From an optimization exercise on the open Yosys and OpenROAD flow, aimed at small area; shortcuts taken in it are not production practice.
At most, simulation tests tie the RTL to the original design; equivalence was not proved.

==> inputs of quartz <==
==> flow/design.v <==
module axi_master_write (
    input              clk,
    input              rstn,
    input              cmd_fire,
    input      [31:10] cmd_addr,
    input      [9:0]   c_addr,
    input              fired,
    input      [13:0]  q_init,
    input              c_incr,
    input      [7:0]   c_rm1,
    input              c_rz,
    output             cmd_ready,
    output             cmd_abort,
    output     [31:0]  AWADDR,
    output     [7:0]   AWLEN,
    output             AWVALID,
    input              AWREADY,
    output     [31:0]  WDATA,
    output     [3:0]   WSTRB,
    output             WLAST,
    output             WVALID,
    input              WREADY,
    input      [1:0]   BRESP,
    input              BVALID,
    output             BREADY
);
reg        busy;
reg        first;
reg        phantom_start;
reg        abort_pending;
reg        none_left;
reg [13:0] q;
reg [31:10] awaddr;
reg        awvalid;
reg        wvalid;
reg        wlast;
reg        wstrb;
reg        bready;
reg [9:0]  wdata;
reg [8:0]  beats_cnt;
wire awfire     = awvalid && AWREADY;
wire wfire      = wvalid && WREADY;
wire bfire      = BVALID && bready;
wire last_wfire = wlast && wfire;
wire aw_pending = awvalid && !AWREADY;
wire w_pending  = wvalid && !WREADY;
wire q_zero = (q == 14'd0);
wire [7:0] len_m1 = q_zero ? c_rm1 : (c_incr ? (first ? ~c_addr[9:2] : 8'hff) : 8'd15);
wire start_burst = busy && !abort_pending && !none_left && !awvalid && !fired
                && !(wvalid && !(wlast && WREADY));
wire complete = busy && ((last_wfire && none_left) || (abort_pending && !wvalid && !awvalid));
always @(posedge clk) begin
    if (!rstn)
        busy <= 1'b0;
    else if (cmd_fire)
        busy <= 1'b1;
    else if (complete)
        busy <= 1'b0;
end
always @(posedge clk) begin
    phantom_start <= busy && start_burst;
end
always @(posedge clk) begin
    if (!busy)
        abort_pending <= 1'b0;
    else if (bfire && BRESP[1])
        abort_pending <= 1'b1;
end
always @(posedge clk) begin
    if (cmd_fire)
        none_left <= 1'b0;
    else if (phantom_start)
        none_left <= q_zero || ((q == 14'd1) && c_rz);
    else if (abort_pending)
        none_left <= 1'b1;
end
always @(posedge clk) begin
    if (cmd_fire)
        q <= q_init;
    else if (awfire)
        q <= q - 14'd1;
end
always @(posedge clk) begin
    if (!busy)
        awaddr <= cmd_addr;
    else if (awfire && c_incr)
        awaddr <= awaddr + 22'd1;
end
always @(posedge clk) begin
    if (cmd_fire)
        first <= 1'b1;
    else if (awfire)
        first <= 1'b0;
end
always @(posedge clk) begin
    if (!rstn)
        awvalid <= 1'b0;
    else if (!aw_pending)
        awvalid <= start_burst;
end
always @(posedge clk) begin
    if (!rstn)
        wvalid <= 1'b0;
    else if (!w_pending) begin
        if (last_wfire)
            wvalid <= 1'b0;
        if (start_burst)
            wvalid <= 1'b1;
    end
end
always @(posedge clk) begin
    if (!rstn)
        beats_cnt <= 9'b0;
    else if (phantom_start)
        beats_cnt <= beats_cnt + {1'b0, len_m1} + {8'b0, !wfire};
    else if (wfire)
        beats_cnt <= beats_cnt - 9'd1;
end
always @(posedge clk) begin
    if (!rstn)
        wdata <= 10'b0;
    else if (wfire)
        wdata <= wlast ? 10'b0 : wdata + 10'd1;
end
always @(posedge clk) begin
    if (!w_pending) begin
        if (start_burst)
            wlast <= (len_m1 == 8'd0);
        else if (phantom_start)
            wlast <= (len_m1 == 8'd1);
        else
            wlast <= (beats_cnt == 9'd2);
    end
end
always @(posedge clk) begin
    if (!w_pending)
        wstrb <= !abort_pending;
end
always @(posedge clk) begin
    if (!rstn)
        bready <= 1'b0;
    else if (last_wfire)
        bready <= 1'b1;
    else if (bfire)
        bready <= 1'b0;
end
assign cmd_ready = !busy && !abort_pending;
assign cmd_abort = abort_pending;
assign AWADDR  = {awaddr, (first || !c_incr) ? c_addr[9:2] : 8'b0, first ? c_addr[1:0] : 2'b0};
assign AWLEN   = len_m1;
assign AWVALID = awvalid;
assign WDATA   = {22'b0, wdata};
assign WSTRB   = {4{wstrb}};
assign WLAST   = wlast;
assign WVALID  = wvalid;
assign BREADY  = bready;
endmodule
module axi_master_read (
    input              clk,
    input              rstn,
    input              cmd_fire,
    input      [31:10] cmd_addr,
    input      [9:0]   c_addr,
    input              fired,
    input      [13:0]  q_init,
    input              c_incr,
    input      [7:0]   c_rm1,
    input              c_rz,
    output             cmd_ready,
    output             cmd_abort,
    output     [31:0]  ARADDR,
    output     [7:0]   ARLEN,
    output             ARVALID,
    input              ARREADY,
    input              RLAST,
    input      [1:0]   RRESP,
    input              RVALID,
    output             RREADY
);
reg        busy;
reg        first;
reg        phantom_start;
reg        abort_pending;
reg        none_left;
reg [13:0] q;
reg [31:10] araddr;
reg        arvalid;
reg        rready;
reg [7:0]  outstanding;    
wire arfire     = arvalid && ARREADY;
wire rfire      = RVALID && rready;
wire last_rfire = RLAST && rfire;
wire ar_pending = arvalid && !ARREADY;
wire q_zero = (q == 14'd0);
wire [7:0] len_m1 = q_zero ? c_rm1 : (c_incr ? (first ? ~c_addr[9:2] : 8'hff) : 8'd15);
wire start_burst = busy && !abort_pending && !none_left && !arvalid && !fired;
wire complete = busy && !fired && !phantom_start && none_left
             && ((outstanding == 8'd0) || (last_rfire && (outstanding == 8'd1)));
always @(posedge clk) begin
    if (!rstn)
        busy <= 1'b0;
    else if (cmd_fire)
        busy <= 1'b1;
    else if (complete)
        busy <= 1'b0;
end
always @(posedge clk) begin
    phantom_start <= busy && start_burst;
end
always @(posedge clk) begin
    if (!rstn)
        outstanding <= 8'd0;
    else if (phantom_start && !last_rfire)
        outstanding <= outstanding + 8'd1;
    else if (last_rfire && !phantom_start)
        outstanding <= outstanding - 8'd1;
end
always @(posedge clk) begin
    if (!busy)
        abort_pending <= 1'b0;
    else if (rfire && RRESP[1])
        abort_pending <= 1'b1;
end
always @(posedge clk) begin
    if (cmd_fire)
        none_left <= 1'b0;
    else if (phantom_start)
        none_left <= q_zero || ((q == 14'd1) && c_rz);
    else if (abort_pending)
        none_left <= 1'b1;
end
always @(posedge clk) begin
    if (cmd_fire)
        q <= q_init;
    else if (arfire)
        q <= q - 14'd1;
end
always @(posedge clk) begin
    if (!busy)
        araddr <= cmd_addr;
    else if (arfire && c_incr)
        araddr <= araddr + 22'd1;
end
always @(posedge clk) begin
    if (cmd_fire)
        first <= 1'b1;
    else if (arfire)
        first <= 1'b0;
end
always @(posedge clk) begin
    if (!rstn)
        arvalid <= 1'b0;
    else if (!ar_pending)
        arvalid <= start_burst;
end
always @(posedge clk) begin
    if (!rstn)
        rready <= 1'b0;
    else if (arfire)
        rready <= 1'b1;
    else if (complete)
        rready <= 1'b0;
end
assign cmd_ready = !busy && !abort_pending;
assign cmd_abort = abort_pending;
assign ARADDR  = {araddr, (first || !c_incr) ? c_addr[9:2] : 8'b0, first ? c_addr[1:0] : 2'b0};
assign ARLEN   = len_m1;
assign ARVALID = arvalid;
assign RREADY  = rready;
endmodule
module DMAC #(
    parameter AXI_ID_WD   = 2,
    parameter AXI_DATA_WD = 32,
    parameter AXI_ADDR_WD = 32,
    parameter AXI_STRB_WD = 4
)(
    input                      AXI_ACLK,
    input                      AXI_ARESETN,
    input                      cmd_valid,
    input  [AXI_ADDR_WD-1 : 0] cmd_addr,
    input  [AXI_ID_WD-1   : 0] cmd_id,
    input  [1 : 0]             cmd_burst,
    input  [2 : 0]             cmd_size,
    input  [AXI_ADDR_WD-1 : 0] cmd_len,
    output                     cmd_ready,
    output                     cmd_abort,
    output [AXI_ADDR_WD-1 : 0] AXI_AWADDR,
    output [AXI_ID_WD-1   : 0] AXI_AWID,
    output [1 : 0]             AXI_AWBURST,
    output [2 : 0]             AXI_AWSIZE,
    output [7 : 0]             AXI_AWLEN,
    output                     AXI_AWVALID,
    input                      AXI_AWREADY,
    output [AXI_DATA_WD-1 : 0] AXI_WDATA,
    output [AXI_STRB_WD-1 : 0] AXI_WSTRB,
    output                     AXI_WLAST,
    output                     AXI_WVALID,
    input                      AXI_WREADY,
    input  [AXI_ID_WD-1   : 0] AXI_BID,
    input  [1 : 0]             AXI_BRESP,
    input                      AXI_BVALID,
    output                     AXI_BREADY,
    output [AXI_ADDR_WD-1 : 0] AXI_ARADDR,
    output [AXI_ID_WD-1   : 0] AXI_ARID,
    output [1 : 0]             AXI_ARBURST,
    output [2 : 0]             AXI_ARSIZE,
    output [7 : 0]             AXI_ARLEN,
    output                     AXI_ARVALID,
    input                      AXI_ARREADY,
    input  [AXI_DATA_WD-1 : 0] AXI_RDATA,
    input                      AXI_RLAST,
    input  [AXI_ID_WD-1   : 0] AXI_RID,
    input  [1 : 0]             AXI_RRESP,
    input                      AXI_RVALID,
    output                     AXI_RREADY
);
wire w_cmd_ready, r_cmd_ready;
wire w_cmd_abort, r_cmd_abort;
assign cmd_ready = w_cmd_ready && r_cmd_ready;
assign cmd_abort = w_cmd_abort || r_cmd_abort;
wire cmd_fire = cmd_valid && cmd_ready;
wire [17:0] cmd_beats = cmd_len[19:2];
wire [7:0]  cmd_off   = cmd_addr[9:2];
wire        cmd_incr  = (cmd_burst == 2'b01);
wire [18:0] cmd_end   = {1'b0, cmd_beats} + {11'b0, cmd_off};
wire        cmd_cross = |cmd_end[18:8];
wire [13:0] q_init   = cmd_incr ? {3'b0, cmd_end[18:8]} : cmd_beats[17:4];
wire [7:0]  r_init   = cmd_incr ? (cmd_cross ? cmd_end[7:0] : cmd_beats[7:0])
                                : {4'b0, cmd_beats[3:0]};
wire [7:0]  rm1_init = r_init - 8'd1;
reg [1:0] c_id;
reg [1:0] c_burst;
reg [2:0] c_size;
reg [7:0] c_rm1;      
reg [9:0] c_addr;     
reg       fired;      
always @(posedge AXI_ACLK) begin
    if (cmd_fire) begin
        c_id    <= cmd_id;
        c_burst <= cmd_burst;
        c_size  <= cmd_size;
        c_rm1   <= rm1_init;
        c_addr  <= cmd_addr[9:0];
    end
end
always @(posedge AXI_ACLK) begin
    fired <= cmd_fire;
end
wire c_incr = (c_burst == 2'b01);
wire c_rz   = &c_rm1;
assign AXI_AWID    = c_id;
assign AXI_AWBURST = c_burst;
assign AXI_AWSIZE  = c_size;
assign AXI_ARID    = c_id;
assign AXI_ARBURST = c_burst;
assign AXI_ARSIZE  = c_size;
axi_master_write axi_master_write (
    .clk       (AXI_ACLK),
    .rstn      (AXI_ARESETN),
    .cmd_fire  (cmd_fire),
    .cmd_addr  (cmd_addr[31:10]),
    .c_addr    (c_addr),
    .fired     (fired),
    .q_init    (q_init),
    .c_incr    (c_incr),
    .c_rm1     (c_rm1),
    .c_rz      (c_rz),
    .cmd_ready (w_cmd_ready),
    .cmd_abort (w_cmd_abort),
    .AWADDR    (AXI_AWADDR),
    .AWLEN     (AXI_AWLEN),
    .AWVALID   (AXI_AWVALID),
    .AWREADY   (AXI_AWREADY),
    .WDATA     (AXI_WDATA),
    .WSTRB     (AXI_WSTRB),
    .WLAST     (AXI_WLAST),
    .WVALID    (AXI_WVALID),
    .WREADY    (AXI_WREADY),
    .BRESP     (AXI_BRESP),
    .BVALID    (AXI_BVALID),
    .BREADY    (AXI_BREADY)
);
axi_master_read axi_master_read (
    .clk       (AXI_ACLK),
    .rstn      (AXI_ARESETN),
    .cmd_fire  (cmd_fire),
    .cmd_addr  (cmd_addr[31:10]),
    .c_addr    (c_addr),
    .fired     (fired),
    .q_init    (q_init),
    .c_incr    (c_incr),
    .c_rm1     (c_rm1),
    .c_rz      (c_rz),
    .cmd_ready (r_cmd_ready),
    .cmd_abort (r_cmd_abort),
    .ARADDR    (AXI_ARADDR),
    .ARLEN     (AXI_ARLEN),
    .ARVALID   (AXI_ARVALID),
    .ARREADY   (AXI_ARREADY),
    .RLAST     (AXI_RLAST),
    .RRESP     (AXI_RRESP),
    .RVALID    (AXI_RVALID),
    .RREADY    (AXI_RREADY)
);
endmodule
==> flow/flow/run.sh <==
#!/bin/bash
set -euo pipefail
export BUFFER_PORTS_ARGS="-buffer_cell sky130_fd_sc_hd__buf_1"
bash standard.sh > standard_flow.log 2>&1
==> flow/standard.sh <==
#!/bin/bash
# synth_recipe.tcl (not shown) runs the flow's synth.tcl, then flattens the netlist and writes it again
# the make line also repeats each setting of config.mk as NAME=value (left out here)
make -C /OpenROAD-flow-scripts/flow DESIGN_CONFIG=/design/flow/config.mk WORK_HOME=/design/flow/orfs CLKGATE_MAP_FILE= SYNTH_SCRIPT=/design/flow/synth_recipe.tcl "${@:-finish}"
==> flow/config.mk <==
export PLATFORM = sky130hd
export DESIGN_NAME = DMAC
export DESIGN_NICKNAME = DMAC
export VERILOG_FILES = /design/flow/design.v
export SDC_FILE = /design/flow/constraint.sdc
export NUM_CORES = 4
export LEC_CHECK = 0
export CAP_MARGIN = 20
export CORE_MARGIN = 2
export CORE_UTILIZATION = 40
export SLEW_MARGIN = 20
==> flow/constraint.sdc <==
create_clock -name core_clock -period 6.5 [get_ports {AXI_ACLK}]
set_input_delay 1.3000 -clock core_clock [delete_from_list [all_inputs] [get_ports {AXI_ACLK}]]
set_output_delay 1.3000 -clock core_clock [all_outputs]
set_load 0.01 [all_outputs]
==> inputs of maple, as changes to quartz <==
--- a/flow/design.v
+++ b/flow/design.v
@@ -3,5 +3,6 @@
     input              rstn,
     input              cmd_fire,
-    input      [31:10] cmd_addr,
+    input      [20:10] cmd_addr,
+    input      [31:21] c_hi,
     input      [9:0]   c_addr,
     input              fired,
@@ -31,5 +32,6 @@
 reg        none_left;
 reg [13:0] q;
-reg [31:10] awaddr;
+reg [20:10] awaddr;
+reg        awwrap;      
 reg        awvalid;
 reg        wvalid;
@@ -37,5 +39,5 @@
 reg        wstrb;
 reg        bready;
-reg [9:0]  wdata;
+reg [8:0]  wdata;      
 reg [8:0]  beats_cnt;
 wire awfire     = awvalid && AWREADY;
@@ -85,5 +87,11 @@
         awaddr <= cmd_addr;
     else if (awfire && c_incr)
-        awaddr <= awaddr + 22'd1;
+        awaddr <= awaddr + 11'd1;
+end
+always @(posedge clk) begin
+    if (!busy)
+        awwrap <= 1'b0;
+    else if (awfire && c_incr && (&awaddr))
+        awwrap <= 1'b1;
 end
 always @(posedge clk) begin
@@ -109,17 +117,17 @@
     end
 end
+wire [8:0] cnt_step = phantom_start ? {1'b0, len_m1} : {9{wfire}};
+wire       cnt_cin  = phantom_start;
 always @(posedge clk) begin
     if (!rstn)
         beats_cnt <= 9'b0;
-    else if (phantom_start)
-        beats_cnt <= beats_cnt + {1'b0, len_m1} + {8'b0, !wfire};
-    else if (wfire)
-        beats_cnt <= beats_cnt - 9'd1;
+    else
+        beats_cnt <= beats_cnt + cnt_step + {8'b0, cnt_cin};
 end
 always @(posedge clk) begin
     if (!rstn)
-        wdata <= 10'b0;
+        wdata <= 9'b0;
     else if (wfire)
-        wdata <= wlast ? 10'b0 : wdata + 10'd1;
+        wdata <= wlast ? 9'b0 : wdata + 9'd1;
 end
 always @(posedge clk) begin
@@ -127,6 +135,4 @@
         if (start_burst)
             wlast <= (len_m1 == 8'd0);
-        else if (phantom_start)
-            wlast <= (len_m1 == 8'd1);
         else
             wlast <= (beats_cnt == 9'd2);
@@ -147,8 +153,8 @@
 assign cmd_ready = !busy && !abort_pending;
 assign cmd_abort = abort_pending;
-assign AWADDR  = {awaddr, (first || !c_incr) ? c_addr[9:2] : 8'b0, first ? c_addr[1:0] : 2'b0};
+assign AWADDR  = {c_hi + {10'b0, awwrap}, awaddr, (first || !c_incr) ? c_addr[9:2] : 8'b0, first ? c_addr[1:0] : 2'b0};
 assign AWLEN   = len_m1;
 assign AWVALID = awvalid;
-assign WDATA   = {22'b0, wdata};
+assign WDATA   = {23'b0, wdata};
 assign WSTRB   = {4{wstrb}};
 assign WLAST   = wlast;
@@ -160,5 +166,6 @@
     input              rstn,
     input              cmd_fire,
-    input      [31:10] cmd_addr,
+    input      [20:10] cmd_addr,
+    input      [31:21] c_hi,
     input      [9:0]   c_addr,
     input              fired,
@@ -184,5 +191,6 @@
 reg        none_left;
 reg [13:0] q;
-reg [31:10] araddr;
+reg [20:10] araddr;
+reg        arwrap;      
 reg        arvalid;
 reg        rready;
@@ -240,5 +248,11 @@
         araddr <= cmd_addr;
     else if (arfire && c_incr)
-        araddr <= araddr + 22'd1;
+        araddr <= araddr + 11'd1;
+end
+always @(posedge clk) begin
+    if (!busy)
+        arwrap <= 1'b0;
+    else if (arfire && c_incr && (&araddr))
+        arwrap <= 1'b1;
 end
 always @(posedge clk) begin
@@ -264,5 +278,5 @@
 assign cmd_ready = !busy && !abort_pending;
 assign cmd_abort = abort_pending;
-assign ARADDR  = {araddr, (first || !c_incr) ? c_addr[9:2] : 8'b0, first ? c_addr[1:0] : 2'b0};
+assign ARADDR  = {c_hi + {10'b0, arwrap}, araddr, (first || !c_incr) ? c_addr[9:2] : 8'b0, first ? c_addr[1:0] : 2'b0};
 assign ARLEN   = len_m1;
 assign ARVALID = arvalid;
@@ -328,11 +342,11 @@
 wire [7:0]  r_init   = cmd_incr ? (cmd_cross ? cmd_end[7:0] : cmd_beats[7:0])
                                 : {4'b0, cmd_beats[3:0]};
-wire [7:0]  rm1_init = r_init - 8'd1;
 reg [1:0] c_id;
 reg [1:0] c_burst;
 reg [2:0] c_size;
-reg [7:0] c_rm1;      
+reg [7:0] c_r;        
 reg [9:0] c_addr;     
 reg       fired;      
+reg [10:0] c_hi;      
 always @(posedge AXI_ACLK) begin
     if (cmd_fire) begin
@@ -340,6 +354,7 @@
         c_burst <= cmd_burst;
         c_size  <= cmd_size;
-        c_rm1   <= rm1_init;
+        c_r     <= r_init;
         c_addr  <= cmd_addr[9:0];
+        c_hi    <= cmd_addr[31:21];
     end
 end
@@ -348,5 +363,6 @@
 end
 wire c_incr = (c_burst == 2'b01);
-wire c_rz   = &c_rm1;
+wire c_rz   = ~|c_r;
+wire [7:0] c_rm1 = c_r - 8'd1;
 assign AXI_AWID    = c_id;
 assign AXI_AWBURST = c_burst;
@@ -359,5 +375,6 @@
     .rstn      (AXI_ARESETN),
     .cmd_fire  (cmd_fire),
-    .cmd_addr  (cmd_addr[31:10]),
+    .cmd_addr  (cmd_addr[20:10]),
+    .c_hi      (c_hi),
     .c_addr    (c_addr),
     .fired     (fired),
@@ -385,5 +402,6 @@
     .rstn      (AXI_ARESETN),
     .cmd_fire  (cmd_fire),
-    .cmd_addr  (cmd_addr[31:10]),
+    .cmd_addr  (cmd_addr[20:10]),
+    .c_hi      (c_hi),
     .c_addr    (c_addr),
     .fired     (fired),
==> flow/flow/run.sh (replaced) <==
#!/bin/bash
set -euo pipefail
export MY_WORK="$PWD"
export MY_ABC_SCRIPT="$PWD/flow/abc_area.script"
export MY_ABC_D=6500
export BUFFER_PORTS_ARGS="-buffer_cell sky130_fd_sc_hd__buf_1"
# clock tree: the standard arguments, without dummy loads
export CTS_ARGS="-sink_clustering_enable -repair_clock_nets -dont_use_dummy_load -buf_list sky130_fd_sc_hd__clkbuf_4 -root_buf sky130_fd_sc_hd__clkbuf_8"
if [[ -f flow/env.sh ]]; then source flow/env.sh; fi
sed "s#SYNTH_SCRIPT=[^ ]*#SYNTH_SCRIPT=$PWD/flow/synth.tcl#" standard.sh > my_standard.sh
bash my_standard.sh > flow_make.log 2>&1
==> flow/flow/abc_area.script (new file) <==
strash
&get -n
&deepsyn -T 30
&put
&get -n
&dch -f
&nf -R 1000
&put
==> flow/flow/synth.tcl (new file) <==
# synth_recipe.tcl (the standard synthesis) with ABC's mapping script and delay target replaced,
# and no adder cells (ha/fa) mapped before ABC, so ABC maps the adders with the rest of the logic.
set ::env(ADDER_MAP_FILE) ""
proc abc {args} {
  set out {}
  set skip 0
  foreach a $args {
    if {$skip} { set skip 0; continue }
    if {$a eq "-script" || $a eq "-D"} { set skip 1; continue }
    lappend out $a
  }
  set out [linsert $out 0 -script $::env(MY_ABC_SCRIPT)]
  lappend out -D $::env(MY_ABC_D)
  puts "abc override: $out"
  yosys abc {*}$out
}
source $::env(MY_WORK)/synth_recipe.tcl
- CORE_UTILIZATION: 40 -> 65
- PLACE_DENSITY: not set -> 0.8
==> results.yml <==
outcome:
  run_status: "timing/DRC/antenna clean"
logic_synthesis:
  syn_std_cell_area_mm2: 0.00703
  synth_simple_gate_area_frac: 0.202
clocking:
  clockRootBuffer: "sky130_fd_sc_hd__clkbuf_8"
layout:
  multi_input_comb_cells: 562
  final.fill_count: 795
  area_growth_from_synthesis_to_final_layout_pct: 11.9
floorplanning:
  tap-cell-count: 136
drt:
  dr_total_vias: 6125
power_and_ir_drop:
  irDropWorstVdd_uv: 122
  powerDensity_mw_per_mm2: 249
timing:
  skew_ns: 0.0381
-- figures above: maple

==> results.yml <==
outcome:
  run_status: "timing/DRC/antenna clean"
logic_synthesis:
  synth_simple_gate_area_frac: 0.187
  syn_std_cell_area_mm2: 0.00890
  muxShareOfSynthArea: 0.0263
grt:
  globalRouteMet3Util: 0.0261
  grt_pass1_wl_mm: 33.9
timing:
  skew_ns: 0.0107
  worstMarginPinSlew_ns: 0.836
worst_setup_path:
  crit_startpoint: "axi_master_write.q[4]"
  critical_path_arrival_ns: 5.11
layout:
  multi_input_comb_cells: 732
  multi_input_area_share: 0.451
  final.fill_count: 2121
  area_growth_from_synthesis_to_final_layout_pct: 15.3
power_and_ir_drop:
  powerDensity_mw_per_mm2: 279
  irDropWorstVdd_uv: 177
hold_path:
  min_to: "axi_master_read.phantom_start"
placement:
  placement.io_buffers: 183
floorplanning:
  tap-cell-count: 280
-- figures above: quartz

No functional check of the RTL was part of quartz.

[separate check: timing with driven ports]
No port has a modelled driver above. Below, the same layouts with a new extraction and two added sets of constraints.
Step 1 assumes that a clkbuf_16 drives the clock port and a buf_2 every other input.
Step 2, shift: input delay + t, output delay - t, t = (earliest + latest rising clock arrival at the registers) / 2. This alone moves slack from input paths to output paths.
Three values: ideal ports, drivers, drivers and shift; two values: the first two.
run	shift t [ns]	slack for setup (ns)	slew at the worst register clock pin (ns)
quartz	0.460	1.669 / 1.669 / 1.363	0.06 / 0.06
maple	0.429	0.935 / 0.948 / 0.519	0.11 / 0.11
After both steps every run listed still meets setup and hold. For maple, which loses most, drivers alone change the setup slack by +0.013 ns; drivers and shift together by -0.416 ns.
